This design comes from an exercise in tuning for small area on the open sky130 flow, not from production work.
Function was checked by simulation only, so behaviour that the tests miss may differ from the original.
The flow treats the clock pin as an ideal source, which a real chip does not have.
Power is estimated from default activity; no workload was simulated.

### flow/run.sh
#!/bin/bash
# Own layout flow: the standard ORFS flow, except
#  - synthesis: the standard synthesis runs first (its registers, names and
#    cells are kept); then flow/gen_netlist.py writes the datapath as cells
#    with those register names, Yosys/ABC (flow/abc_area.script) maps the
#    remaining control logic, and that netlist replaces 1_2_yosys.v. If any
#    of this fails, the standard netlist is kept.
#  - port buffers of the smallest buffer cell;
#  - a clock tree of small clock buffers, without dummy loads.
# Each tool's output goes to its own log file here (and ORFS's under orfs/logs).
set -euo pipefail
W=$PWD
PLAT=${FLOW_PLATFORM:-sky130hd}
RES=$W/orfs/results/$PLAT/apb_slave_timer/base
LOGS=$W/orfs/logs/$PLAT/apb_slave_timer/base
LIB=$FLOW_HOME/platforms/$PLAT/lib/sky130_fd_sc_hd__tt_025C_1v80.lib

bash standard.sh synth > "$W/make_synth.log" 2>&1
cp "$RES/1_2_yosys.v" "$W/standard_1_2_yosys.v"

own_ok=0
if python3 "$W/flow/gen_netlist.py" "$W/standard_1_2_yosys.v" "$W/mixed.v" > "$W/gen_netlist.log" 2>&1; then
  DU=$(grep -o -- '-dont_use [^ ]*' "$LOGS/1_2_yosys.log" | sort -u | tr '\n' ' ')
  sed -e "s|@LIB@|$LIB|g" -e "s|@MIXED@|$W/mixed.v|" -e "s|@ABC@|$W/flow/abc_area.script|" \
      -e "s|@DONTUSE@|$DU|" -e "s|@OUT@|$W/own_1_2_yosys.v|" "$W/flow/own_synth.ys.in" > "$W/own_synth.ys"
  if yosys -l "$W/own_synth.log" "$W/own_synth.ys" > /dev/null 2>&1; then
    own_ok=1
  fi
fi
echo "own synthesis used: $own_ok" | tee "$W/own_synth_used.txt"
if [[ $own_ok == 1 ]]; then
  cp "$W/own_1_2_yosys.v" "$RES/1_2_yosys.v"
  rm -f "$RES/1_synth.odb" "$RES/1_synth.sdc"
  bash standard.sh synth > "$W/make_synth2.log" 2>&1
fi

export BUFFER_PORTS_ARGS="-buffer_cell sky130_fd_sc_hd__buf_1"
export CTS_ARGS="-sink_clustering_enable -repair_clock_nets -dont_use_dummy_load -buf_list {sky130_fd_sc_hd__clkbuf_4 sky130_fd_sc_hd__clkbuf_8}"
bash standard.sh > "$W/make_layout.log" 2>&1
### flow/abc_area.script
&get -n
&st
&dch -f
&nf -a
&put
topo
### flow/gen_netlist.py
#!/usr/bin/env python3
"""Write the design's datapath as sky130hd cells, with the control logic left as
Verilog for Yosys/ABC to map.

usage: gen_netlist.py STANDARD_NETLIST OUT.v

STANDARD_NETLIST is the standard synthesis of rtl/apb_slave_timer.v; the
flip-flops here take its instance names (one per register bit), so the layout
keeps the standard synthesis's registers.  Exits non-zero if the registers do
not match what this script builds.
"""
import re
import sys

std, out = sys.argv[1], sys.argv[2]
txt = open(std).read()
names = {}
for typ, inst in re.findall(r'\n\s*(sky130_fd_sc_hd__\w+)\s+(\\\S+|\w+)\s*\(', txt):
    if not typ.startswith('sky130_fd_sc_hd__df'):
        continue
    if typ != 'sky130_fd_sc_hd__dfxtp_1':
        sys.exit(f'unexpected register cell {typ} {inst}')
    m = re.match(r'\\(\w+)(?:\[(\d+)\])?\$_\w+$', inst)
    if not m:
        sys.exit(f'unexpected register name {inst}')
    key = (m.group(1), int(m.group(2)) if m.group(2) is not None else None)
    names[key] = inst

want = {('pready', None)}
for i in range(2):
    want.add(('tmr_cfg', i))
for r in ('tmr_cnt_n', 'tmr_div_n', 'tmr_free_cnt', 'prdata'):
    for i in range(32):
        want.add((r, i))
if set(names) != want:
    sys.exit(f'registers differ: {sorted(set(names) ^ want)}')

# carry blocks of the free-running counter and the countdown borrow chain:
# block start bits (each block ripples through half adders from its carry in)
FREE_BLOCKS = [0, 12, 22]
CNT_BLOCKS = [0, 11, 22]

L = []
w = L.append
cells = []
n_inst = [0]


def cell(typ, **pins):
    n_inst[0] += 1
    conn = ', '.join(f'.{p}({n})' for p, n in pins.items())
    cells.append(f'  sky130_fd_sc_hd__{typ} g{n_inst[0]} ({conn});')


def ff(reg, i, d, q):
    inst = names[(reg, i)]
    cells.append(f'  sky130_fd_sc_hd__dfxtp_1 {inst} (.CLK(clk), .D({d}), .Q({q}));')


w('module apb_slave_timer(clk, rst, psel, penable, pwrite, paddr, pwdata, prdata, pready, irq);')
w('  input clk; input rst; input psel; input penable; input pwrite;')
w('  input [15:0] paddr; input [31:0] pwdata;')
w('  output [31:0] prdata; output pready; output irq;')
w('  wire [1:0] tmr_cfg; wire [31:0] tmr_cnt_n, tmr_div_n, tmr_free_cnt;')
w('  wire [31:0] cn_d, dn_d, fr_d, pr_d;')
w('  wire [32:0] fc, bc;')
w('  wire [31:0] fs, cs, cy, rn;')
w('  wire cfg0_d, cfg1_d, pready_d;')
w('  assign irq = tmr_cfg[1];')
# control, mapped by ABC
w('  wire wr = psel & penable & pwrite & ~|paddr[15:2];')
w('  wire w0 = wr & (paddr[1:0] == 2\'d0);')
w('  wire w1 = wr & (paddr[1:0] == 2\'d1);')
w('  wire w2 = wr & (paddr[1:0] == 2\'d2);')
w('  wire w3 = wr & (paddr[1:0] == 2\'d3);')
w('  wire ld1 = w1 & ~rst, kp1n = w1 | rst;')
w('  wire ld2 = w2 & ~rst, kp2n = w2 | rst;')
w('  wire ld3 = w3 & ~rst, kp3 = ~(w3 | rst);')
w('  wire hit = tmr_cfg[0] & (&tmr_cnt_n);')
w('  wire ld_en = w0 & ~tmr_cfg[0] & pwdata[0];')
w('  wire len = ~ld_en;')
w('  wire rl = hit | ld_en;')
w('  wire s2n = ~(paddr[1] & ~paddr[0]);')
w('  wire s3 = paddr[1] & paddr[0];')
w('  assign pready_d = psel & penable;')
w('  assign cfg0_d = rst ? 1\'b0 : w0 ? pwdata[0] : tmr_cfg[0];')
w('  assign cfg1_d = rst ? 1\'b0 : w0 ? pwdata[1] : (tmr_cfg[1] | hit);')
w('  wire [1:0] cfgr = paddr[1] ? (paddr[0] ? tmr_free_cnt[1:0] : ~tmr_div_n[1:0]) : (paddr[0] ? ~tmr_cnt_n[1:0] : tmr_cfg);')
w('  assign pr_d[1:0] = cfgr;')
# block carries (lookahead), mapped by ABC
w("  assign fc[0] = 1'b1;")
for k, b in enumerate(FREE_BLOCKS):
    if b:
        w(f'  assign fc[{b}] = &tmr_free_cnt[{b-1}:0];')
w('  assign bc[0] = tmr_cfg[0];')
for k, b in enumerate(CNT_BLOCKS):
    if b:
        w(f'  assign bc[{b}] = tmr_cfg[0] & (&tmr_cnt_n[{b-1}:0]);')
# free bit 0: no half adder (carry in is 1)
w("  assign fr_d[0] = (ld3 & pwdata[0]) | (kp3 & ~tmr_free_cnt[0]);")
w('  assign fc[1] = tmr_free_cnt[0];')

for i in range(32):
    # free-running counter: sum through a half adder (xor at a block's end)
    if i > 0:
        last = (i + 1 in FREE_BLOCKS) or i == 31
        if last:
            cell('xor2_1', A=f'tmr_free_cnt[{i}]', B=f'fc[{i}]', X=f'fs[{i}]')
        else:
            cell('ha_1', A=f'tmr_free_cnt[{i}]', B=f'fc[{i}]', SUM=f'fs[{i}]', COUT=f'fc[{i+1}]')
        cell('a22o_1', A1='ld3', A2=f'pwdata[{i}]', B1='kp3', B2=f'fs[{i}]', X=f'fr_d[{i}]')
    # divisor (held inverted): ~((div & keep) | (load & pwdata))
    cell('a2bb2oi_1', A1_N=f'tmr_div_n[{i}]', A2_N='kp2n', B1='ld2', B2=f'pwdata[{i}]', Y=f'dn_d[{i}]')
    # countdown (held inverted): cs = ~(cnt - borrow)
    last = (i + 1 in CNT_BLOCKS) or i == 31
    if last:
        cell('xor2_1', A=f'tmr_cnt_n[{i}]', B=f'bc[{i}]', X=f'cs[{i}]')
    else:
        cell('ha_1', A=f'tmr_cnt_n[{i}]', B=f'bc[{i}]', SUM=f'cs[{i}]', COUT=f'bc[{i+1}]')
    # cy = keep & ((dec | ld_en) & (div | ~rl)); on a hit dec is all ones
    cell('a221oi_1', A1=f'cs[{i}]', A2='len', B1=f'tmr_div_n[{i}]', B2='rl', C1='kp1n', Y=f'cy[{i}]')
    cell('a21oi_1', A1='ld1', A2=f'pwdata[{i}]', B1=f'cy[{i}]', Y=f'cn_d[{i}]')
    # read mux, bits 31:2: paddr[1] ? (paddr[0] ? free : div) : cnt
    if i >= 2:
        cell('a2bb2oi_1', A1_N=f'tmr_div_n[{i}]', A2_N='s2n', B1='s3', B2=f'tmr_free_cnt[{i}]', Y=f'rn[{i}]')
        cell('o21ai_0', A1='paddr[1]', A2=f'tmr_cnt_n[{i}]', B1=f'rn[{i}]', Y=f'pr_d[{i}]')

for i in range(32):
    ff('tmr_free_cnt', i, f'fr_d[{i}]', f'tmr_free_cnt[{i}]')
    ff('tmr_div_n', i, f'dn_d[{i}]', f'tmr_div_n[{i}]')
    ff('tmr_cnt_n', i, f'cn_d[{i}]', f'tmr_cnt_n[{i}]')
    ff('prdata', i, f'pr_d[{i}]', f'prdata[{i}]')
ff('tmr_cfg', 0, 'cfg0_d', 'tmr_cfg[0]')
ff('tmr_cfg', 1, 'cfg1_d', 'tmr_cfg[1]')
ff('pready', None, 'pready_d', 'pready')

open(out, 'w').write('\n'.join(L + cells + ['endmodule', '']))
### flow/own_synth.ys.in
# Own synthesis: the datapath cells written by gen_netlist.py are kept as
# they are; the control logic is mapped by ABC with flow/abc_area.script.
read_liberty -lib @LIB@
read_verilog @MIXED@
hierarchy -check -top apb_slave_timer
synth -top apb_slave_timer -flatten -nofsm -noshare
opt -purge
abc -script @ABC@ -liberty @LIB@ @DONTUSE@
opt_clean -purge
setundef -zero
hilomap -singleton -hicell sky130_fd_sc_hd__conb_1 HI -locell sky130_fd_sc_hd__conb_1 LO
insbuf -buf sky130_fd_sc_hd__buf_4 A X
splitnets
opt_clean -purge
check -assert
write_verilog -noattr -nohex -nodec @OUT@
stat -liberty @LIB@
### standard.sh
#!/bin/bash
# synth_recipe.tcl (not shown) runs the flow's synth.tcl, then flattens the netlist and writes it again
# the make line also repeats each setting of config.mk as NAME=value (left out here)
make -C /OpenROAD-flow-scripts/flow DESIGN_CONFIG=/design/flow/config.mk WORK_HOME=/design/flow/orfs CLKGATE_MAP_FILE= SYNTH_SCRIPT=/design/flow/synth_recipe.tcl "${@:-finish}"
### config.mk
export PLATFORM = sky130hd
export DESIGN_NAME = apb_slave_timer
export DESIGN_NICKNAME = apb_slave_timer
export VERILOG_FILES = /design/flow/design.v
export SDC_FILE = /design/flow/constraint.sdc
export NUM_CORES = 4
export LEC_CHECK = 0
export ABC_AREA = 1
export CAP_MARGIN = 20
export CORE_MARGIN = 2
export CORE_UTILIZATION = 60
export SLEW_MARGIN = 20
### constraint.sdc
create_clock -name core_clock -period 5.0 [get_ports {clk}]
set_input_delay 1.0000 -clock core_clock [delete_from_list [all_inputs] [get_ports {clk}]]
set_output_delay 1.0000 -clock core_clock [all_outputs]
set_load 0.01 [all_outputs]
### design.v
module apb_slave_timer(clk, rst,
			psel, penable, pwrite, paddr, pwdata, prdata,
			pready,
			irq);
	input	clk;
	input	rst;
	input	psel;
	input	penable;
	input	pwrite;
	input	[15:0] paddr;
	input	[31:0] pwdata;
	output	reg [31:0] prdata;
	output	reg pready;
	output	irq;
	localparam BLK = 8;
	reg	[1:0] tmr_cfg;
	reg	[31:0] tmr_cnt_n;	 
	reg	[31:0] tmr_div_n;	 
	reg	[31:0] tmr_free_cnt;
	wire	[31:0] tmr_cnt = ~tmr_cnt_n;
	wire	[31:0] tmr_div = ~tmr_div_n;
	assign irq = tmr_cfg[1];
	wire	wr = psel & penable & pwrite & ~|paddr[15:2];
	wire	w0 = wr & (paddr[1:0] == 2'd0);
	wire	w1 = wr & (paddr[1:0] == 2'd1);
	wire	w2 = wr & (paddr[1:0] == 2'd2);
	wire	w3 = wr & (paddr[1:0] == 2'd3);
	wire	ld1 = w1 & ~rst, kp1 = ~(w1 | rst);
	wire	ld2 = w2 & ~rst, kp2 = ~(w2 | rst);
	wire	ld3 = w3 & ~rst, kp3 = ~(w3 | rst);
	genvar i, k;
	wire	[32:0] fc;		 
	wire	[32/BLK:0] fbc;		 
	assign	fbc[0] = 1'b1;
	generate for (k = 0; k < 32/BLK; k = k + 1) begin : g_fb
		assign fbc[k+1] = fbc[k] & (&tmr_free_cnt[k*BLK +: BLK]);
		assign fc[k*BLK] = fbc[k];
		for (i = k*BLK; i < k*BLK + BLK - 1; i = i + 1) begin : g_fc
			assign fc[i+1] = fc[i] & tmr_free_cnt[i];
		end
	end endgenerate
	wire	[31:0] free_inc = tmr_free_cnt ^ fc[31:0];
	wire	[32:0] bc;
	wire	[32/BLK:0] bbc;
	assign	bbc[0] = tmr_cfg[0];
	generate for (k = 0; k < 32/BLK; k = k + 1) begin : g_bb
		assign bbc[k+1] = bbc[k] & (&tmr_cnt_n[k*BLK +: BLK]);
		assign bc[k*BLK] = bbc[k];
		for (i = k*BLK; i < k*BLK + BLK - 1; i = i + 1) begin : g_bc
			assign bc[i+1] = bc[i] & tmr_cnt_n[i];
		end
	end endgenerate
	wire	[31:0] cnt_dec = tmr_cnt ^ bc[31:0];
	wire	hit = bbc[32/BLK];	 
	wire	ld_en = w0 & ~tmr_cfg[0] & pwdata[0];
	wire	[31:0] cnt_nx = (cnt_dec | {32{ld_en}}) & (tmr_div | {32{~(hit | ld_en)}});
always	@(posedge clk) begin
	tmr_free_cnt <= ({32{ld3}} & pwdata) | ({32{kp3}} & free_inc);
	tmr_div_n <= ~(({32{ld2}} & pwdata) | ({32{kp2}} & tmr_div));
	tmr_cnt_n <= ~(({32{ld1}} & pwdata) | ({32{kp1}} & cnt_nx));
	if (rst)
		tmr_cfg <= 2'b00;
	else if (w0)
		tmr_cfg <= pwdata[1:0];
	else if (hit)
		tmr_cfg[1] <= 1'b1;
	pready <= psel & penable;
	case (paddr[1:0])
		2'd0: prdata <= {tmr_cnt[31:2], tmr_cfg};
		2'd1: prdata <= tmr_cnt;
		2'd2: prdata <= tmr_div;
		default: prdata <= tmr_free_cnt;
	endcase
end
endmodule
==> out/metrics.cfg, run 1 <==
[place]
port_buffers=86
placedCellCount=648
hpwl_um=8648
post-place-ws_ps=1322
routabilityCongestion=0.8213

[routing]
via_per_inst=6.639
wl_per_cell_um=20.43
drtIter0Drc=226
vias=4415
drt-total-wl_um=13590
drc=0
antenna_left=0
drt_first_pass_iters=5

[layout]
drive_gt1_share_pct=6.071
layout.nets=672
stdcell_count=665
area_growth_syn_to_layout_pct=15.88
antenna_cells=0
final_common_cell=dfxtp_1
final_cell_mix=131 x dfxtp_1, 86 x buf_1, 62 x a2bb2oi_1
fillers=655

[power_and_ir_drop]
swShare_pct=22.19
peakVddDrop_mv=0.1934
p_int_mw=1.373
switching_power_mw=0.3917
power.density_nw_per_um2=294.7
seq_power_share_pct=59.4
power.leakage_nw=2.380
pwr-share-comb_pct=4.7
power.share.clock_pct=35.9

[clock_network]
cts-hold-fix-buffers=0
worstSkewPairLatency_ps=430
post_cts_resize_count=0
clk_pin_slew_ps=60
cts_buffers=17
ctsRootBufferMaster=clkbuf_8
cts_tree=built
cts_max_level=4
cts_buffer_depth=2
clock_sinks=131
post_cts_buffers=0

[sta]
setup_viol=0
min_period_ps=3284
skew_ps=30.45
finalCritPeriodShare_pct=65.68
max_freq_mhz=304.5
rsz0062_at_grt=no
worst_slack_ps=1716
worst_hold_slack_ps=470.3
worst_pin_slew_ps=787.5
hold_viol_final=0
relSlewSlack_pct=47.46
final_max_slew_viol_count=0
fin_tns_setup_ps=0

[worst_setup_path]
worstSetupPathType=in -> reg
crit_fanout=17
required_ps=5350
reg2regPathDepth=15
worst_r2r_endpoint=tmr_cnt_n[30]
cp.arrival_ps=3630
worstReg2RegStart=tmr_cnt_n[6]
reg2reg_slack_ps=1830
crit_path_start_kind=input port
crit_path_end_kind=flip-flop

[floorplanning]
core_um2=8299
ios=87
die_h_um=96.82
die-area_um2=9373
die_x_um=96.82
num_rows=33
initial_core_util_pct=62.28

[synth]
syn_nets=556
synth_warnings=1
syn_avg_cell_area_um2=11.59
syn_area_um2=5169
synthCells=446

[global_route]
first_global_vias=4317
grt_pass1_wl_um=22000
overflow=0
grt_usage_pct=29.42
antenna_found_initial=0
grt_max_degree=33

[outcome]
run_status=finished clean

[min_path]
hp-start=tmr_cnt_n[20]
hold_path_end=prdata[20]
hp-class=reg -> reg
hold_depth=1

[run]
maxCapViolations=0

-- layer usage --
layer  GRT usage, %  vias to the layer above  wire, µm
met3          7.081                       19      1050
met2          47.76                      200      6333
met1          38.69                     2137      6072
li1               -                     2059         -
met5              0                        -         0
met4          9.751                        0       132
-- state kept, by name, summed over array words and instances, names as in the netlist --
signal and cells:
prdata 32, tmr_cnt_n 32, pready 1, tmr_free_cnt 32
tmr_div_n 32, tmr_cfg 2
-- power by group through the flow --
stage / registers, mW / clock network [mW] / logic, mW
2_1_floorplan: 1.07 / 0 / 0.0338
3_3_place_gp: 1.07 / 0 / 0.0797
3_5_place_dp: 1.07 / 0 / 0.0811
4_1_cts: 1.05 / 0.641 / 0.0812
5_1_grt: 1.05 / 0.692 / 0.0883
6_report: 1.05 / 0.633 / 0.0824
-- per-stage QoR --
| stage | instance area (µm²) | total power [mW] | utilization (%) |
|---|---|---|---|
| after floorplan | 5169 | 1.106 | - |
| after global placement | 5756 | 1.152 | 69.35 |
| after detailed placement | 5756 | 1.153 | 69.35 |
| after CTS | 5989 | 1.771 | 72.17 |
| after global routing | 5989 | 1.829 | 72.17 |
| final | 5989 | 1.765 | 72.17 |
-- worst max-delay path, cell delays in order --
cell and delay [ps]:
buf_1 70, nor4_1 270, nand3_1 420, or4_1 600, o21bai_2 650, buf_4 370, a221oi_1 120, a21oi_1 130
-- worst max-delay path by stage --
stage / cells past startpoint / end / from / slack [ps]
floorplan: 3 / tmr_div_n[0] / paddr[0] / 610
global placement: 8 / tmr_cnt_n[6] / paddr[4] / 1410
detailed placement: 8 / tmr_cnt_n[12] / paddr[8] / 1320
CTS: 8 / tmr_cnt_n[14] / paddr[8] / 1770
global route: 8 / tmr_cnt_n[12] / paddr[8] / 1540
finish: 8 / tmr_cnt_n[9] / paddr[8] / 1720
-- area by class of cell --
type,instances,area (µm²),share of cell area (%)
clock buffers,17,234.0,3.906
inverters,5,18.77,0.3133
multi-input cells,310,2577,43.03
flip-flops and latches,131,2623,43.79
well taps,105,131.4,2.193
repair buffers,97,405.4,6.768
==> run 2: changes to the inputs <==
--- a/flow/run.sh
+++ b/flow/run.sh
@@ -7,5 +7,7 @@
 #    of this fails, the standard netlist is kept.
 #  - port buffers of the smallest buffer cell;
-#  - a clock tree of small clock buffers, without dummy loads.
+#  - a clock tree of clkbuf_4 buffers, without dummy loads; flow/cts_hook.tcl
+#    then swaps any clock buffer whose flip-flop clock pins see a slew above
+#    OWN_CTS_MAX_SLEW for the next stronger one.
 # Each tool's output goes to its own log file here (and ORFS's under orfs/logs).
 set -euo pipefail
@@ -36,4 +38,6 @@
 
 export BUFFER_PORTS_ARGS="-buffer_cell sky130_fd_sc_hd__buf_1"
-export CTS_ARGS="-sink_clustering_enable -repair_clock_nets -dont_use_dummy_load -buf_list {sky130_fd_sc_hd__clkbuf_4 sky130_fd_sc_hd__clkbuf_8}"
+export CTS_ARGS="-sink_clustering_enable -repair_clock_nets -dont_use_dummy_load -buf_list {sky130_fd_sc_hd__clkbuf_4}"
+export PRE_CTS_TCL="$W/flow/cts_hook.tcl"
+export OWN_CTS_MAX_SLEW=0.110
 bash standard.sh > "$W/make_layout.log" 2>&1
==> flow/cts_hook.tcl (new file) <==
# PRE_CTS hook. clock_tree_synthesis (run by ORFS's cts.tcl with CTS_ARGS) is
# wrapped: after the tree is built from small clock buffers, every clock
# buffer whose flip-flop clock pins see a slew above OWN_CTS_MAX_SLEW (ns,
# placement estimate) is swapped for the next stronger clock buffer, until
# none does. cts.tcl legalizes the placement right after.
rename clock_tree_synthesis own_orig_clock_tree_synthesis
proc clock_tree_synthesis { args } {
  own_orig_clock_tree_synthesis {*}$args
  set_propagated_clock [all_clocks]
  set limit $::env(OWN_CTS_MAX_SLEW)
  set next [dict create sky130_fd_sc_hd__clkbuf_1 sky130_fd_sc_hd__clkbuf_2 \
    sky130_fd_sc_hd__clkbuf_2 sky130_fd_sc_hd__clkbuf_4 \
    sky130_fd_sc_hd__clkbuf_4 sky130_fd_sc_hd__clkbuf_8 \
    sky130_fd_sc_hd__clkbuf_8 sky130_fd_sc_hd__clkbuf_16]
  set db [ord::get_db]
  for {set pass 0} {$pass < 4} {incr pass} {
    estimate_parasitics -placement
    set swapped 0
    foreach inst [[ord::get_db_block] getInsts] {
      set m [[$inst getMaster] getName]
      if {![dict exists $next $m]} continue
      set x [$inst findITerm X]
      if {$x eq "NULL" || [$x getNet] eq "NULL"} continue
      set worst 0
      foreach it [[$x getNet] getITerms] {
        if {[[$it getMTerm] getName] ne "CLK"} continue
        set pin [get_pins "[[$it getInst] getName]/CLK"]
        set s [get_property $pin slew_max]
        if {$s > $worst} { set worst $s }
      }
      if {$worst > $limit} {
        $inst swapMaster [$db findMaster [dict get $next $m]]
        incr swapped
        puts "own cts: [$inst getName] $m -> [dict get $next $m] (flip-flop clock slew $worst)"
      }
    }
    if {$swapped == 0} break
  }
}
==> out/metrics.cfg, run 2 <==
[global_route]
grt_usage_pct=29.10
antenna_found_initial=0
first_global_vias=4341
grt_pass1_wl_um=21920
overflow=0
grt_max_degree=33

[worst_setup_path]
crit_path_end_kind=flip-flop
required_ps=5420
worst_r2r_endpoint=tmr_cnt_n[30]
cp.arrival_ps=3660
reg2reg_slack_ps=1830
crit_fanout=17
crit_path_start_kind=input port
worstSetupPathType=in -> reg
worstReg2RegStart=tmr_cnt_n[4]
reg2regPathDepth=15

[synth]
syn_area_um2=5169
syn_avg_cell_area_um2=11.59
synthCells=446
syn_nets=556
synth_warnings=1

[floorplanning]
core_um2=8299
ios=87
die-area_um2=9373
die_x_um=96.82
num_rows=33
die_h_um=96.82
initial_core_util_pct=62.28

[run]
maxCapViolations=0

[sta]
worst_pin_slew_ps=793.9
final_max_slew_viol_count=0
hold_viol_final=0
setup_viol=0
max_freq_mhz=308.6
fin_tns_setup_ps=0
relSlewSlack_pct=47.04
finalCritPeriodShare_pct=64.81
skew_ps=33.35
min_period_ps=3240
worst_hold_slack_ps=441.9
rsz0062_at_grt=no

[power_and_ir_drop]
peakVddDrop_mv=0.2128
swShare_pct=22.80
power.share.clock_pct=30.4
seq_power_share_pct=64.5
pwr-share-comb_pct=5.1
power.density_nw_per_um2=275.2
p_int_mw=1.254
switching_power_mw=0.3703
power.leakage_nw=2.344

[layout]
fillers=657
final_common_cell=dfxtp_1
layout.nets=672
drive_gt1_share_pct=6.071
multiInputGateArea_um2=2577
final_cell_mix=131 x dfxtp_1, 86 x buf_1, 62 x a2bb2oi_1
seq_area_um2=2623
antenna_cells=0
area_growth_syn_to_layout_pct=14.19

[clock_network]
cts_buffers=17
post_cts_buffers=0
worstSkewPairLatency_ps=520
clk_pin_slew_ps=100
clock_sinks=131
cts_tree=built
cts-hold-fix-buffers=0
post_cts_resize_count=0

[routing]
drc=0
antenna_left=0
vias=4380
drt_first_pass_iters=5
wl_per_cell_um=20.24
via_per_inst=6.586
drtIter0Drc=233
drt-total-wl_um=13460

[place]
routabilityCongestion=0.8213
hpwl_um=8648
port_buffers=86

[min_path]
hold_path_end=prdata[26]
hold_depth=1
hp-class=reg -> reg
hp-start=tmr_cnt_n[26]

[outcome]
run_status=finished clean

## run 2: layer usage
layer	global-route usage [%]	up-vias	part of all wire [%]
li1	-	2060	-
met1	38.59	2125	45
met2	47.44	170	46
met3	7.225	25	7.1
met4	8.126	0	1.4
met5	0	-	0
## run 2: how the worst max path moves through the flow
stage | from | to | slack [ps] | cells past startpoint
2_1_floorplan | paddr[0] | tmr_div_n[0] | 610 | 3
3_3_place_gp | paddr[4] | tmr_cnt_n[6] | 1410 | 8
3_5_place_dp | paddr[8] | tmr_cnt_n[12] | 1320 | 8
4_1_cts | paddr[8] | tmr_cnt_n[0] | 1830 | 8
5_1_grt | paddr[8] | tmr_cnt_n[12] | 1630 | 8
6_report | paddr[8] | tmr_cnt_n[0] | 1760 | 8
## run 2: metrics by stage
| stage | util, % | power (mW) | cell area, µm² | setup slack (ps) | instances |
|---|---|---|---|---|---|
| 4_1_cts | 71.11 | 1.630 | 5902 | 1826 | 665 |
| 2_1_floorplan | - | 1.106 | 5169 | 606.3 | 446 |
| 6_report | 71.11 | 1.624 | 5902 | 1760 | 665 |
| 3_5_place_dp | 69.35 | 1.153 | 5756 | 1322 | 648 |
| 3_3_place_gp | 69.35 | 1.152 | 5756 | 1407 | 648 |
| 5_1_grt | 71.11 | 1.688 | 5902 | 1634 | 665 |
## run 2: cell type report
| class | count | share of cell area (%) |
|---|---|---|
| flip-flops and latches | 131 | 44.44 |
| multi-input cells | 310 | 43.67 |
| repair buffers | 97 | 6.869 |
| clock buffers | 17 | 2.480 |
| well taps | 105 | 2.226 |
| inverters | 5 | 0.3180 |
## run 2: power groups by stage
stage | logic, mW | clock network [mW] | registers [mW]
2_1_floorplan | 0.0338 | 0 | 1.07
3_3_place_gp | 0.0797 | 0 | 1.07
3_5_place_dp | 0.0811 | 0 | 1.07
4_1_cts | 0.0814 | 0.501 | 1.05
5_1_grt | 0.0885 | 0.552 | 1.05
6_report | 0.0824 | 0.494 | 1.05
## run 2: critical path: stages
cell and delay, ps:
buf_1 70, nor4_1 270, nand3_1 420, or4_1 620
o21bai_2 650, buf_4 370, a221oi_1 110, a21oi_1 140
==> run 3: changes to the inputs <==
==> flow/abc_area.script (replaced) <==
&get -n
&st
&dc2
&dch -f
&nf -a -p
&put
topo
--- a/config.mk
+++ b/config.mk
@@ -7,6 +7,7 @@
 export LEC_CHECK = 0
 export ABC_AREA = 1
-export CAP_MARGIN = 20
+export CAP_MARGIN = 5
 export CORE_MARGIN = 2
 export CORE_UTILIZATION = 60
-export SLEW_MARGIN = 20
+export GPL_TIMING_DRIVEN = 0
+export SLEW_MARGIN = 5
==> out/metrics.cfg, run 3 <==
[outcome]
run_status=finished clean

[routing]
drtIter0Drc=203
drt-total-wl_um=13550
drc=0
drt_first_pass_iters=5
wl_per_cell_um=20.49
antenna_left=0
vias=4382
via_per_inst=6.629

[worst_setup_path]
reg2regPathDepth=15
cp.arrival_ps=3630
cp_common_cell=ha_1
crit_path_start_kind=flip-flop
required_ps=5400
critPathLaunch=tmr_cnt_n[1]
worst_r2r_endpoint=tmr_cnt_n[20]
crit_end=tmr_cnt_n[20]
worstSetupPathType=reg -> reg
reg2reg_slack_ps=1770
cp_slowest_cell=nor3_1
crit_fanout=3
crit_path_end_kind=flip-flop
worstPathCellList=nand4_1 > nor3_1 > and2_0 > ha_1 > ha_1 > ha_1 > ha_1 > ha_1 > ha_1 > ha_1 > ha_1 > ha_1 > ha_1 > a221oi_1 > a21oi_1
cp_top_family=adder cells
worstReg2RegStart=tmr_cnt_n[1]
critPathMaxStageDelay_ps=470
worst-path-stages=15
crit_buf_inv=0

[floorplanning]
initial_core_util_pct=62.41
die_x_um=96.68
core_um2=8258
die-area_um2=9347
num_rows=33
ios=87
die_h_um=96.68

[power_and_ir_drop]
peakVddDrop_mv=0.1763
power.leakage_nw=2.385
seq_power_share_pct=64.4
pwr-share-comb_pct=5.4
power.density_nw_per_um2=271.6
power_mw=1.629
p_int_mw=1.250
power.share.clock_pct=30.2
swShare_pct=23.23
switching_power_mw=0.3783

[layout]
final_common_cell=dfxtp_1
drive_gt1_share_pct=6.655
layout.nets=668
antenna_cells=0
stdcell_count=661
fillers=644
postLayoutCoreUtil_pct=72.61
final_cell_mix=131 x dfxtp_1, 85 x buf_1, 62 x a2bb2oi_1
area_growth_syn_to_layout_pct=16.34

[sta]
skew_ps=42.98
min_period_ps=3235
hold_viol_final=0
setup_viol=0
finalCritPeriodShare_pct=64.70
fin_tns_setup_ps=0
final_max_slew_viol_count=0
max_freq_mhz=309.1
worst_slack_ps=1765
worst_pin_slew_ps=930.7
rsz0062_at_grt=no
relSlewSlack_pct=37.62

[global_route]
grt_max_degree=37
antenna_found_initial=0
grt_usage_pct=29.26
grt_pass1_wl_um=22000
overflow=0
grt_busiest_layer=met2
use_met2_pct=46.26
first_global_vias=4513
use_met3_pct=7.876
use_met1_pct=37.99

[synth]
syn_area_um2=5154
synth_warnings=1
syn_avg_cell_area_um2=11.63
syn_nets=553
synthCells=443

[min_path]
hold_depth=1
hp-class=reg -> reg

[place]
hpwl_um=8888
port_buffers=86
routabilityCongestion=0.8712
placedCellCount=644
post-place-ws_ps=1069

[clock_network]
cts_buffers=17
clk_pin_slew_ps=100
worstSkewPairLatency_ps=520
cts_tree=built
cts-hold-fix-buffers=0
post_cts_buffers=0
clock_sinks=131
post_cts_resize_count=0

[run]
maxCapViolations=0

[run 3: worst register-to-register path, stage by stage, from the launching register on]
cell	delay, ps
dfxtp_1	400
nand4_1	140
nor3_1	470
and2_0	230
ha_1	150
ha_1	140
ha_1	170
ha_1	160
ha_1	150
ha_1	140
ha_1	150
ha_1	150
ha_1	140
ha_1	220
a221oi_1	260
a21oi_1	60
[run 3: per-stage QoR]
step	hold WS, ps	area (µm²)
after global placement	460.6	5608
after CTS	474.4	5995
after floorplan	439.8	5154
final	477.4	5996
after global routing	503.4	5996
after detailed placement	465.1	5854
[run 3: final cells by class]
type	count	area, µm²	area share (%)
tap	105	131.4	2.191
multi-input combinational	310	2584	43.09
clock buffer	17	140.1	2.337
sequential	131	2623	43.74
inverter	2	7.507	0.1252
timing repair buffer	96	510.5	8.514
[run 3: worst min-delay path by stage]
stage	to	from
after floorplan	prdata[9]	tmr_cnt_n[9]
after global placement	prdata[28]	tmr_free_cnt[28]
after detailed placement	prdata[8]	tmr_cnt_n[8]
after CTS	prdata[8]	tmr_cnt_n[8]
after global routing	prdata[23]	tmr_cnt_n[23]
final	prdata[23]	tmr_cnt_n[23]
[run 3: metal layers]
layer / vias to the layer above / wire length, µm
met3: 18 / 885
met1: 2137 / 5969
met5: - / 0
met2: 181 / 6509
li1: 2046 / -
met4: 0 / 180
[run 3: power groups by stage]
stage	registers, mW	logic, mW	clock network (mW)
floorplan	1.07	0.0342	0
global placement	1.07	0.0792	0
detailed placement	1.07	0.0863	0
CTS	1.05	0.0864	0.500
global route	1.05	0.0937	0.541
finish	1.05	0.0877	0.493
==> run 4: changes to the inputs <==
--- a/config.mk
+++ b/config.mk
@@ -7,7 +7,6 @@
 export LEC_CHECK = 0
 export ABC_AREA = 1
-export CAP_MARGIN = 5
+export CAP_MARGIN = 10
 export CORE_MARGIN = 2
 export CORE_UTILIZATION = 60
-export GPL_TIMING_DRIVEN = 0
-export SLEW_MARGIN = 5
+export SLEW_MARGIN = 10
==> out/metrics.cfg, run 4 <==
[routing]
drtIter0Drc=249
drc=0
dr_wl_met3_um=1050
antenna_left=0
drt_first_pass_iters=5
vias=4429
wl_per_cell_um=19.77
via_per_inst=6.700
dr_wl_met2_um=6052
met1_length_um=5752
drt-total-wl_um=13070
top_layer=met4

[sta]
final_max_slew_viol_count=0
setup_viol=0
max_freq_mhz=317.5
skew_ps=36.03
fin_tns_setup_ps=0
min_period_ps=3150
finalCritPeriodShare_pct=63.00
hold_viol_final=0
relSlewSlack_pct=33.05
worst_pin_slew_ps=1002
rsz0062_at_grt=no

[clock_network]
cts_buffers=17
post_cts_buffers=0
post_cts_resize_count=0
worstSkewPairLatency_ps=490
clock_sinks=131
cts_tree=built
cts-hold-fix-buffers=0
clk_pin_slew_ps=100

[worst_setup_path]
critPathMaxStageDelay_ps=360
cp.arrival_ps=3520
cp_slowest_cell=dfxtp_1
required_ps=5370
crit_path_end_kind=flip-flop
worstSetupPathType=reg -> reg
cp_top_family=adder cells
crit_buf_inv=0
cp_common_cell=ha_1
crit_fanout=3
crit_path_start_kind=flip-flop
worstPathCellList=nand4_1 > nor3_1 > and2_0 > ha_1 > ha_1 > ha_1 > ha_1 > ha_1 > ha_1 > ha_1 > ha_1 > ha_1 > ha_1 > xor2_1 > a221oi_1 > a21oi_1

[global_route]
first_global_vias=4344
grt_usage_pct=28.38
grt_max_degree=33
antenna_found_initial=0
grt_pass1_wl_um=21430
overflow=0

[outcome]
run_status=finished clean

[layout]
layout.nets=668
drive_gt1_share_pct=5.935
final_common_cell=dfxtp_1
area_growth_syn_to_layout_pct=13.50
antenna_cells=0
final_cell_mix=131 x dfxtp_1, 86 x buf_1, 62 x a2bb2oi_1

[power_and_ir_drop]
power.density_nw_per_um2=273.2
power.leakage_nw=2.335
peakVddDrop_mv=0.1913
power_mw=1.598

[place]
port_buffers=86
routabilityCongestion=0.8178
hpwl_um=8480

[synth]
syn_nets=553
syn_avg_cell_area_um2=11.63
synthCells=443
syn_area_um2=5154
synth_warnings=1

[floorplanning]
die_x_um=96.68
initial_core_util_pct=62.41
core_um2=8258
die-area_um2=9347
num_rows=33
ios=87
die_h_um=96.68

[run]
maxCapViolations=0

[min_path]
hp-class=reg -> reg

-- run 4: area by class of cell --
cell class	instances	area, µm²
clock buffers	17	133.9
flip-flops and latches	131	2623
repair buffers	96	397.9
multi-input cells	310	2556
fillers	684	2409
well taps	105	131.4
inverters	2	7.507
-- run 4: per-stage QoR --
step | hold slack [ps] | cell area, µm² | worst slack [ps] | utilization [%] | cells
global route | 481.9 | 5849 | 1639 | 70.83 | 661
finish | 468.4 | 5849 | 1850 | 70.83 | 661
CTS | 466.3 | 5849 | 1846 | 70.83 | 661
global placement | 466.0 | 5715 | 1902 | 69.21 | 644
floorplan | 439.8 | 5154 | 1106 | - | 443
detailed placement | 467.4 | 5715 | 1889 | 69.21 | 644
-- run 4: metal layers --
metal / vias up / global-route usage (%)
met5: - / 0
met4: 0 / 10.62
met3: 22 / 7.731
met2: 221 / 44.02
met1: 2137 / 38.08
li1: 2049 / -
-- run 4: worst reg2reg max path, delay by kind of cell, from the launching register on --
kind	cells	cell delay, ps
AO/OA/AOI/OAI	2	330
XOR/XNOR	1	140
adder cells (fa/ha/maj)	10	1800
flip-flops	1	360
AND/OR/NAND/NOR	3	390
-- run 4: final timing paths --
check / from / endpoint / slack, ps / cells after the start
max: tmr_cnt_n[1] / tmr_cnt_n[21] / 1850 / 16
min: tmr_cnt_n[19] / prdata[19] / 470 / 1
max reg2reg: tmr_cnt_n[1] / tmr_cnt_n[21] / 1850 / 16
min reg2reg: tmr_cnt_n[19] / prdata[19] / 470 / 1
-- run 4: where the power goes --
group	internal (mW)	switching, mW
Sequential	1.05	0.00239
Clock	0.164	0.305
Combinational	0.0278	0.0526
Total	1.24	0.360
==> run 5: changes to the inputs <==
--- a/config.mk
+++ b/config.mk
@@ -7,6 +7,6 @@
 export LEC_CHECK = 0
 export ABC_AREA = 1
-export CAP_MARGIN = 10
+export CAP_MARGIN = 20
 export CORE_MARGIN = 2
-export CORE_UTILIZATION = 60
-export SLEW_MARGIN = 10
+export CORE_UTILIZATION = 70
+export SLEW_MARGIN = 20
==> out/metrics.cfg, run 5 <==
[floorplanning]
initial_core_util_pct=71.82
ios=87
die-area_um2=8065
core_um2=7176
die_h_um=89.81
num_rows=31
die_x_um=89.81

[worst_setup_path]
cp_slowest_cell=dfxtp_1
worst-path-stages=14
crit_path_end_kind=flip-flop
crit_fanout=3
cp_common_cell=ha_1
crit_end=tmr_free_cnt[31]
cp.arrival_ps=3640
required_ps=5450
worstSetupPathType=reg -> reg
cp_top_family=adder cells
worstReg2RegStart=tmr_free_cnt[7]
crit_path_start_kind=flip-flop
reg2reg_slack_ps=1810
worstPathCellList=nand4_1 > nor3_1 > nor4b_1 > ha_1 > ha_1 > ha_1 > ha_1 > ha_1 > ha_1 > ha_1 > ha_1 > ha_1 > xor2_1 > a22o_1
crit_buf_inv=0
critPathMaxStageDelay_ps=420
critPathLaunch=tmr_free_cnt[7]
reg2regPathDepth=14
worst_r2r_endpoint=tmr_free_cnt[31]

[layout]
antenna_cells=0
area_growth_syn_to_layout_pct=13.35
drive_gt1_share_pct=5.935
postLayoutCoreUtil_pct=81.41
final_common_cell=dfxtp_1
stdcell_count=655
seq_area_um2=2623
final_cell_mix=131 x dfxtp_1, 86 x buf_1, 62 x a2bb2oi_1
layout.nets=668
fillers=472
multiInputGateArea_um2=2556

[routing]
antenna_left=0
drc=0
drt_first_pass_iters=5
wl_per_cell_um=20.48
vias=4499
drt-total-wl_um=13410
drtIter0Drc=369
via_per_inst=6.869

[synth]
synthCells=443
synth_warnings=1
syn_avg_cell_area_um2=11.63
syn_area_um2=5154
syn_nets=553

[global_route]
overflow=0
first_global_vias=4392
antenna_found_initial=0
grt_pass1_wl_um=21410
grt_max_degree=33
grt_usage_pct=33.65

[place]
hpwl_um=8777
routabilityCongestion=0.8443
port_buffers=86
placedCellCount=638

[sta]
max_freq_mhz=313.8
fin_tns_setup_ps=0
min_period_ps=3187
final_max_slew_viol_count=0
finalCritPeriodShare_pct=63.74
skew_ps=31.40
setup_viol=0
rsz0062_at_grt=no
worst_pin_slew_ps=1064
worst_hold_slack_ps=476.5
relSlewSlack_pct=28.90
hold_viol_final=0

[clock_network]
post_cts_buffers=0
worstSkewPairLatency_ps=520
cts_buffers=17
post_cts_resize_count=0
clock_sinks=131
clk_pin_slew_ps=100
cts-hold-fix-buffers=0
cts_tree=built

[power_and_ir_drop]
power.share.clock_pct=29.5
power_mw=1.603
swShare_pct=22.81
pwr-share-comb_pct=5.1
power.leakage_nw=2.335
switching_power_mw=0.3655
power.density_nw_per_um2=274.3
seq_power_share_pct=65.4
p_int_mw=1.237
peakVddDrop_mv=0.2577

[run]
maxCapViolations=0

[min_path]
hp-class=reg -> reg

[outcome]
run_status=finished clean

==> run 5: cell counts in the layout (fill, tap and decap cells not counted) <==
No cell type changed its count.
==> run 5: final cells by class <==
type / count / share of cell area (%)
clock buffer: 17 / 2.292
inverter: 2 / 0.1285
multi-input combinational: 310 / 43.76
sequential: 131 / 44.89
tap: 99 / 2.120
timing repair buffer: 96 / 6.811
==> run 5: power groups by stage <==
stage	combinational, mW	sequential [mW]	clock [mW]
final	0.0816	1.05	0.473
after global placement	0.0769	1.07	0
after detailed placement	0.0791	1.07	0
after floorplan	0.0342	1.07	0
after global routing	0.0866	1.05	0.527
after CTS	0.0795	1.05	0.476
==> run 5: worst reg2reg max path, stage by stage (launching register included) <==
cell and delay [ps]:
dfxtp_1 420, nand4_1 140, nor3_1 360, nor4b_1 390
ha_1 220, ha_1 170, ha_1 160, ha_1 140
ha_1 160, ha_1 150, ha_1 150, ha_1 160
ha_1 160, xor2_1 180, a22o_1 160
==> run 5: metal layers <==
layer | share of wire [%] | vias up | global-route usage [%] | routed length, µm
li1 | - | 2038 | - | -
met1 | 40 | 2141 | 42.94 | 5430
met2 | 48 | 282 | 54.92 | 6441
met3 | 8.7 | 38 | 8.466 | 1172
met4 | 2.8 | 0 | 13.85 | 369
met5 | 0 | - | 0 | 0
==> run 5: per-stage QoR <==
step,cell area (µm²),worst slack (ps)
floorplan,5154,1106
global placement,5708,1819
detailed placement,5708,1746
CTS,5842,1820
global route,5842,1631
finish,5842,1813
==> run 5: worst min path at each step <==
| stage | slack (ps) | to | start | cells past startpoint |
|---|---|---|---|---|
| 2_1_floorplan | 440 | prdata[9] | tmr_cnt_n[9] | 1 |
| 3_3_place_gp | 460 | prdata[19] | tmr_cnt_n[19] | 1 |
| 3_5_place_dp | 470 | prdata[22] | tmr_cnt_n[22] | 1 |
| 4_1_cts | 480 | prdata[19] | tmr_cnt_n[19] | 1 |
| 5_1_grt | 500 | prdata[19] | tmr_cnt_n[19] | 1 |
| 6_report | 480 | prdata[19] | tmr_cnt_n[19] | 1 |
==> run 6: changes to the inputs <==
--- a/config.mk
+++ b/config.mk
@@ -9,4 +9,4 @@
 export CAP_MARGIN = 20
 export CORE_MARGIN = 2
-export CORE_UTILIZATION = 70
+export CORE_UTILIZATION = 60
 export SLEW_MARGIN = 20
==> out/metrics.cfg, run 6 <==
[outcome]
run_status=finished clean

[worst_setup_path]
critPathLaunch=tmr_cnt_n[1]
cp_common_cell=ha_1
crit_end=tmr_cnt_n[21]
worst-path-stages=16
critPathMaxStageDelay_ps=360
cp.arrival_ps=3520
reg2reg_slack_ps=1850
worstSetupPathType=reg -> reg
worst_r2r_endpoint=tmr_cnt_n[21]
worstPathCellList=nand4_1 > nor3_1 > and2_0 > ha_1 > ha_1 > ha_1 > ha_1 > ha_1 > ha_1 > ha_1 > ha_1 > ha_1 > ha_1 > xor2_1 > a221oi_1 > a21oi_1
worstReg2RegStart=tmr_cnt_n[1]
crit_fanout=3
cp_slowest_cell=dfxtp_1
reg2regPathDepth=16
crit_path_end_kind=flip-flop
cp_top_family=adder cells
crit_buf_inv=0
crit_path_start_kind=flip-flop
required_ps=5370

[power_and_ir_drop]
swShare_pct=22.56
pwr-share-comb_pct=5.0
p_int_mw=1.237
power.share.clock_pct=29.4
power.density_nw_per_um2=273.2
power.leakage_nw=2.335
switching_power_mw=0.3605
seq_power_share_pct=65.6
peakVddDrop_mv=0.1913

[layout]
layout.nets=668
fillers=684
antenna_cells=0
multiInputGateArea_um2=2556
area_growth_syn_to_layout_pct=13.50
postLayoutCoreUtil_pct=70.83
seq_area_um2=2623
final_cell_mix=131 x dfxtp_1, 86 x buf_1, 62 x a2bb2oi_1
final_common_cell=dfxtp_1
drive_gt1_share_pct=5.935

[global_route]
first_global_vias=4344
antenna_found_initial=0
grt_max_degree=33
grt_pass1_wl_um=21430
grt_usage_pct=28.38
overflow=0

[sta]
min_period_ps=3150
setup_viol=0
skew_ps=36.03
rsz0062_at_grt=no
finalCritPeriodShare_pct=63.00
max_freq_mhz=317.5
worst_pin_slew_ps=1002
fin_tns_setup_ps=0
relSlewSlack_pct=33.05
worst_slack_ps=1850
hold_viol_final=0
final_max_slew_viol_count=0

[clock_network]
post_cts_buffers=0
clock_sinks=131
cts_buffers=17
clk_pin_slew_ps=100
worstSkewPairLatency_ps=490
post_cts_resize_count=0
cts-hold-fix-buffers=0
cts_tree=built

[routing]
drc=0
drt-total-wl_um=13070
drt_first_pass_iters=5
wl_per_cell_um=19.77
via_per_inst=6.700
vias=4429
drtIter0Drc=249
antenna_left=0

[floorplanning]
die_h_um=96.68
ios=87
num_rows=33
core_um2=8258
initial_core_util_pct=62.41
die_x_um=96.68
die-area_um2=9347

[place]
port_buffers=86
post-place-ws_ps=1889
routabilityCongestion=0.8178
hpwl_um=8480

[synth]
synth_warnings=1
syn_area_um2=5154
synthCells=443
syn_avg_cell_area_um2=11.63
syn_nets=553

[run]
maxCapViolations=0

[min_path]
hp-class=reg -> reg

==> run 6: cell counts in the layout (fill, tap and decap cells not counted) <==
No cell type changed its count.
==> run 6: through the flow <==
stage / hold WS (ps) / instance area, µm² / std cells / total power [mW]
2_1_floorplan: 439.8 / 5154 / 443 / 1.107
3_3_place_gp: 466.0 / 5715 / 644 / 1.150
3_5_place_dp: 467.4 / 5715 / 644 / 1.151
4_1_cts: 466.3 / 5849 / 661 / 1.605
5_1_grt: 481.9 / 5849 / 661 / 1.652
6_report: 468.4 / 5849 / 661 / 1.598
==> run 6: area by class of cell <==
class                           count  share of cell area, %
Tap cell                          105                  2.246
Inverter                            2                 0.1283
Sequential cell                   131                  44.83
Multi-Input combinational cell    310                  43.70
Timing Repair Buffer               96                  6.802
Clock buffer                       17                  2.289
==> run 6: worst min path at each step <==
stage                          start         end  depth (start not counted)
floorplan               tmr_cnt_n[9]   prdata[9]                          1
CTS                    tmr_cnt_n[19]  prdata[19]                          1
global placement    tmr_free_cnt[29]  prdata[29]                          2
global route           tmr_cnt_n[19]  prdata[19]                          1
finish                 tmr_cnt_n[19]  prdata[19]                          1
detailed placement     tmr_cnt_n[19]  prdata[19]                          1
==> run 6: layer usage <==
metal  global-route usage [%]  vias up  share of wire (%)
li1                         -     2049                  -
met1                    38.08     2137                 44
met2                    44.02      221                 46
met3                    7.731       22                8.0
met4                    10.62        0                1.6
met5                        0        -                  0
==> run 6: power groups by stage <==
stage	sequential (mW)	clock [mW]	combinational [mW]
floorplan	1.07	0	0.0342
global placement	1.07	0	0.0773
detailed placement	1.07	0	0.0785
CTS	1.05	0.478	0.0789
global route	1.05	0.517	0.0865
finish	1.05	0.469	0.0804
==> run 7: changes to the inputs <==
--- a/flow/gen_netlist.py
+++ b/flow/gen_netlist.py
@@ -38,6 +38,6 @@
 # carry blocks of the free-running counter and the countdown borrow chain:
 # block start bits (each block ripples through half adders from its carry in)
-FREE_BLOCKS = [0, 12, 22]
-CNT_BLOCKS = [0, 11, 22]
+FREE_BLOCKS = [0, 17]
+CNT_BLOCKS = [0, 12, 22]
 
 L = []
==> out/metrics.cfg, run 7 <==
[global_route]
use_met2_pct=49.73
antenna_found_initial=0
grt_busiest_layer=met2
grt_usage_pct=28.65
use_met3_pct=6.358
use_met1_pct=34.69
overflow=0
grt_pass1_wl_um=21740
grt_max_degree=33
first_global_vias=4429

[floorplanning]
core_um2=8258
initial_core_util_pct=62.35
die_x_um=96.64
ios=87
die-area_um2=9338
num_rows=33
die_h_um=96.64

[layout]
final_common_cell=dfxtp_1
final_cell_mix=131 x dfxtp_1, 86 x buf_1, 62 x a2bb2oi_1
stdcell_count=659
multiInputGateArea_um2=2559
drive_gt1_share_pct=5.776
layout.nets=667
antenna_cells=0
seq_area_um2=2623
fillers=684
area_growth_syn_to_layout_pct=14.00

[sta]
setup_viol=0
hold_viol_final=0
finalCritPeriodShare_pct=73.68
relSlewSlack_pct=31.74
worst_pin_slew_ps=1020
final_max_slew_viol_count=0
fin_tns_setup_ps=0
rsz0062_at_grt=no
max_freq_mhz=271.4
min_period_ps=3684
skew_ps=29.87

[worst_setup_path]
cp.arrival_ps=4080
worstSetupPathType=reg -> reg
cp_common_cell=ha_1
critPathMaxStageDelay_ps=340
cp_top_family=adder cells
crit_buf_inv=0
crit_path_start_kind=flip-flop
worstPathCellList=and4_1 > nand3_1 > nor4_1 > ha_1 > ha_1 > ha_1 > ha_1 > ha_1 > ha_1 > ha_1 > ha_1 > ha_1 > ha_1 > ha_1 > ha_1 > ha_1 > ha_1 > xor2_1 > a22o_1
crit_path_end_kind=flip-flop
cp_slowest_cell=dfxtp_1
crit_fanout=3
required_ps=5400

[clock_network]
clk_pin_slew_ps=90
post_cts_buffers=0
post_cts_resize_count=0
cts_buffers=17
cts-hold-fix-buffers=0
clock_sinks=131
worstSkewPairLatency_ps=510
cts_tree=built

[power_and_ir_drop]
peakVddDrop_mv=0.1856
power_mw=1.621
power.leakage_nw=2.343
power.density_nw_per_um2=276.2

[synth]
syn_area_um2=5149
syn_nets=553
synthCells=442
syn_avg_cell_area_um2=11.65
synth_warnings=1

[routing]
wl_per_cell_um=19.79
via_per_inst=6.642
drt_first_pass_iters=5
drtIter0Drc=215
drc=0
drt-total-wl_um=13040
antenna_left=0
vias=4377

[outcome]
run_status=finished clean

[run]
maxCapViolations=0

[place]
port_buffers=86
placedCellCount=642
hpwl_um=8562
routabilityCongestion=0.8650

[min_path]
hp-class=reg -> reg

run 7: final cells by class:
type | instances | share of cell area [%]
inverters | 2 | 0.1279
multi-input cells | 309 | 43.59
flip-flops and latches | 131 | 44.68
repair buffers | 95 | 6.864
well taps | 105 | 2.238
clock buffers | 17 | 2.494
run 7: stage by stage:
| stage | cell area (µm²) | hold WS, ps | setup slack (ps) | util (%) |
|---|---|---|---|---|
| floorplan | 5149 | 439.8 | 1106 | - |
| global placement | 5723 | 450.4 | 1388 | 69.30 |
| detailed placement | 5723 | 465.3 | 1329 | 69.30 |
| CTS | 5869 | 467.3 | 1299 | 71.08 |
| global route | 5869 | 491.4 | 1103 | 71.08 |
| finish | 5869 | 461.2 | 1316 | 71.08 |
run 7: routing by layer:
layer	vias up	part of all wire, %
met5	-	0
met1	2134	42
met4	0	1.7
met3	21	6.4
li1	2038	-
met2	184	50
run 7: power breakdown:
part           switching (mW)  total [mW]  leakage (nW)  internal [mW]
clock                   0.313       0.493        0.0860          0.181
combinational          0.0527      0.0804          1.20         0.0277
sequential            0.00185        1.05          1.06           1.05
run 7: final timing paths:
kind                                 startpoint          endpoint  slack, ps  depth (start not counted)
worst max-delay path            tmr_free_cnt[6]  tmr_free_cnt[31]       1320                         19
worst min-delay path              tmr_cnt_n[22]        prdata[22]        460                          1
worst max register to register  tmr_free_cnt[6]  tmr_free_cnt[31]       1320                         19
worst min register to register    tmr_cnt_n[22]        prdata[22]        460                          1

## afterwards: timing with drivers on the ports
No port has a modelled driver above. Below, the same layouts with a new extraction and two added sets of constraints. Step 1, drivers: a clkbuf_16 drives clk and a buf_2 each remaining input, both assumed. Step 2 adds t to the input delays and takes it off the output delays; t is the mean of the earliest and latest rising clock arrival at the registers after step 1. Input paths then give back, and output paths get back, about the clock's delay inside the block. Slacks: no drivers / after step 1 / after step 2; pairs: no drivers / after step 1.
| run | shift t [ns] | slack for setup (ns) | worst register clock-pin slew, ns | worst slew at a driven data input, ns |
|---|---|---|---|---|
| run 1 | 0.452 | 1.716 / 1.731 / 1.279 | 0.08 / 0.08 | 0.05 |
| run 2 | 0.537 | 1.760 / 1.773 / 1.236 | 0.10 / 0.10 | 0.05 |
| run 3 | 0.528 | 1.765 / 1.765 / 1.422 | 0.11 / 0.11 | 0.04 |
| run 4 | 0.508 | 1.850 / 1.850 / 1.791 | 0.10 / 0.10 | 0.04 |
| run 5 | 0.537 | 1.813 / 1.813 / 1.631 | 0.10 / 0.10 | 0.05 |
| run 6 | 0.508 | 1.850 / 1.850 / 1.791 | 0.10 / 0.10 | 0.04 |
| run 7 | 0.524 | 1.316 / 1.316 / 1.316 | 0.10 / 0.10 | 0.04 |
After both steps every run listed still meets setup and hold. The setup slack of run 2, which loses most, moves by +0.013 ns with the drivers and by -0.524 ns with both steps.
